This design comes from an exercise in tuning for small area on the open sky130 flow, not from production work.
Function was checked by simulation only, so behaviour that the tests miss may differ from the original.
Power and IR drop assume default switching activity.

==> inputs of run a <==
## top
module top(
    input wire clk,          
    input wire rst,
    input wire anim_step,    
    output wire Hsync,
    output wire Vsync,
    output wire [3:0] vgaRed,
    output wire [3:0] vgaGreen,
    output wire [3:0] vgaBlue
);
clock: 40.0 ns
lec_check: 0
abc_area: 1
cap_margin: 20
core_margin: 2
core_utilization: 40
cts_buf_list: sky130_fd_sc_hd__clkbuf_4
cts_cluster_diameter: 500
cts_cluster_size: 40
slew_margin: 20
run.sh (not shown) runs the stock make flow with config.mk's settings and CLKGATE_MAP_FILE= SYNTH_SCRIPT=/design/flow/synth_recipe.tcl, a recipe that flattens the netlist after the stock synthesis.
==> run b (differences from run a) <==
==> flow/flow/run.sh (new file) <==
#!/bin/bash
# Own flow: the standard layout (standard.sh with synth_recipe.tcl, the
# standard synthesis script), with three changes:
#  - synthesis and the later steps also treat the half/full adder cells
#    (ha_*, fa_*) as don't-use (flow/dont_use.txt is the platform's list plus
#    those), so Yosys leaves adders to ABC instead of extracting them;
#  - the port buffers are made with buf_1 instead of clkdlybuf4s50_1;
#  - a small clock tree (clkbuf_4 buffers) and no dummy loads.
# The full make output goes to standard.log in this folder.
set -euo pipefail
DONT_USE="$(cat flow/dont_use.txt)"
sed -e "s|\"\${@:-finish}\"|\"DONT_USE_CELLS=$DONT_USE\" \"\${@:-finish}\"|" standard.sh > standard_dont_use.sh
export BUFFER_PORTS_ARGS="-buffer_cell sky130_fd_sc_hd__buf_1"
export CTS_ARGS="-sink_clustering_enable -repair_clock_nets -buf_list sky130_fd_sc_hd__clkbuf_4 -sink_clustering_size 40 -sink_clustering_max_diameter 500 -dont_use_dummy_load"
bash standard_dont_use.sh > standard.log 2>&1
==> flow/flow/dont_use.txt (new file) <==
sky130_fd_sc_hd__probe_p_8 sky130_fd_sc_hd__probec_p_8 sky130_fd_sc_hd__lpflow_bleeder_1 sky130_fd_sc_hd__lpflow_clkbufkapwr_1 sky130_fd_sc_hd__lpflow_clkbufkapwr_16 sky130_fd_sc_hd__lpflow_clkbufkapwr_2 sky130_fd_sc_hd__lpflow_clkbufkapwr_4 sky130_fd_sc_hd__lpflow_clkbufkapwr_8 sky130_fd_sc_hd__lpflow_clkinvkapwr_1 sky130_fd_sc_hd__lpflow_clkinvkapwr_16 sky130_fd_sc_hd__lpflow_clkinvkapwr_2 sky130_fd_sc_hd__lpflow_clkinvkapwr_4 sky130_fd_sc_hd__lpflow_clkinvkapwr_8 sky130_fd_sc_hd__lpflow_decapkapwr_12 sky130_fd_sc_hd__lpflow_decapkapwr_3 sky130_fd_sc_hd__lpflow_decapkapwr_4 sky130_fd_sc_hd__lpflow_decapkapwr_6 sky130_fd_sc_hd__lpflow_decapkapwr_8 sky130_fd_sc_hd__lpflow_inputiso0n_1 sky130_fd_sc_hd__lpflow_inputiso0p_1 sky130_fd_sc_hd__lpflow_inputiso1n_1 sky130_fd_sc_hd__lpflow_inputiso1p_1 sky130_fd_sc_hd__lpflow_inputisolatch_1 sky130_fd_sc_hd__lpflow_isobufsrc_1 sky130_fd_sc_hd__lpflow_isobufsrc_16 sky130_fd_sc_hd__lpflow_isobufsrc_2 sky130_fd_sc_hd__lpflow_isobufsrc_4 sky130_fd_sc_hd__lpflow_isobufsrc_8 sky130_fd_sc_hd__lpflow_isobufsrckapwr_16 sky130_fd_sc_hd__lpflow_lsbuf_lh_hl_isowell_tap_1 sky130_fd_sc_hd__lpflow_lsbuf_lh_hl_isowell_tap_2 sky130_fd_sc_hd__lpflow_lsbuf_lh_hl_isowell_tap_4 sky130_fd_sc_hd__lpflow_lsbuf_lh_isowell_4 sky130_fd_sc_hd__lpflow_lsbuf_lh_isowell_tap_1 sky130_fd_sc_hd__lpflow_lsbuf_lh_isowell_tap_2 sky130_fd_sc_hd__lpflow_lsbuf_lh_isowell_tap_4 sky130_fd_sc_hd__ha_1 sky130_fd_sc_hd__ha_2 sky130_fd_sc_hd__ha_4 sky130_fd_sc_hd__fa_1 sky130_fd_sc_hd__fa_2 sky130_fd_sc_hd__fa_4
==> flow/standard.sh (new file) <==
#!/bin/bash
# synth_recipe.tcl (not shown) runs the flow's synth.tcl, then flattens the netlist and writes it again
# the make line also repeats each setting of config.mk as NAME=value (left out here)
make -C /OpenROAD-flow-scripts/flow DESIGN_CONFIG=/design/flow/config.mk WORK_HOME=/design/flow/orfs CLKGATE_MAP_FILE= SYNTH_SCRIPT=/design/flow/synth_recipe.tcl "${@:-finish}"
- CORE_UTILIZATION: 40 -> 65
- CTS_BUF_LIST: sky130_fd_sc_hd__clkbuf_4 -> not set
- CTS_CLUSTER_DIAMETER: 500 -> not set
- CTS_CLUSTER_SIZE: 40 -> not set
removed: flow/run.sh
==> run c (differences from run a) <==
- CTS_BUF_LIST: sky130_fd_sc_hd__clkbuf_4 -> not set
- CTS_CLUSTER_DIAMETER: 500 -> not set
- CTS_CLUSTER_SIZE: 40 -> not set
==> notes.md <==
Outcome: run b no timing/DRC/antenna violations; run c no timing/DRC/antenna violations; run a no timing/DRC/antenna violations
Worst-path cell with the longest stage delay: run b sky130_fd_sc_hd__dfrtp_1; run c sky130_fd_sc_hd__clkdlybuf4s50_1; run a sky130_fd_sc_hd__clkdlybuf4s50_1
Total Die Area: run b 6460 um2; run c 11000 um2; run a 11000 um2
Highest ir drop seen on vdd: run b 0.0404 mV; run c 0.0145 mV; run a 0.0150 mV
Switching Fraction: run b 51.4%; run c 34.6%; run a 36.7%
Clock share of power: run b 11.9%; run c 32.4%; run a 26.4%
Net Switching: run b 0.0751 mW; run c 0.0352 mW; run a 0.0344 mW
Final core utilization: run b 69.9%; run c 45.6%; run a 45.2%
Complex-gate fraction of the synthesized area: run b 23.1%; run c 21.7%; run a 21.7%
Fraction of final layout cells with drive strength greater than 1: run b 6.04%; run c 7.08%; run a 6.93%
Critical path peak fanout: run b 18; run c 10; run a 10
Area of the multi-input gates: run b 2500 um2; run c 2790 um2; run a 2790 um2
Number of instances in the synthesized netlist: run b 659; run c 651; run a 651
Post-detail-place hpwl: run b 10.2 mm; run c 11.3 mm; run a 11.3 mm
Peak Freq: run b 0.0844 GHz; run c 0.0797 GHz; run a 0.0789 GHz
Area share of the largest cell type after synthesis: run b 20.4%; run c 19.0%; run a 19.0%
Power attributed to combinational cells: run b 0.0836 mW; run c 0.0295 mW; run a 0.0296 mW

[re-timing with driven ports]
Ports are ideal in the flow. The routed layouts listed here were re-timed in OpenROAD. Step 1, drivers: a clkbuf_16 drives clk and a buf_2 each remaining input, both assumed. Step 2 adds t to the input delays and takes it off the output delays; t is the mean of the earliest and latest rising clock arrival at the registers after step 1. Input paths then give back, and output paths get back, about the clock's delay inside the block. Three values: ideal ports, drivers, drivers and shift; two values: the first two.
| run | t, ns | setup WS [ns] | worst hold slack (ns) | slew at the worst register clock pin (ns) |
|---|---|---|---|---|
| run a | 0.360 | 27.324 / 27.295 / 27.655 | 0.514 / 0.514 / 0.514 | 0.12 / 0.12 |
| run b | 0.367 | 28.146 / 28.114 / 28.481 | 0.517 / 0.517 / 0.517 | 0.11 / 0.11 |
| run c | 0.318 | 27.450 / 27.416 / 27.734 | 0.509 / 0.509 / 0.509 | 0.07 / 0.07 |
After both steps setup and hold are still met in every run listed.
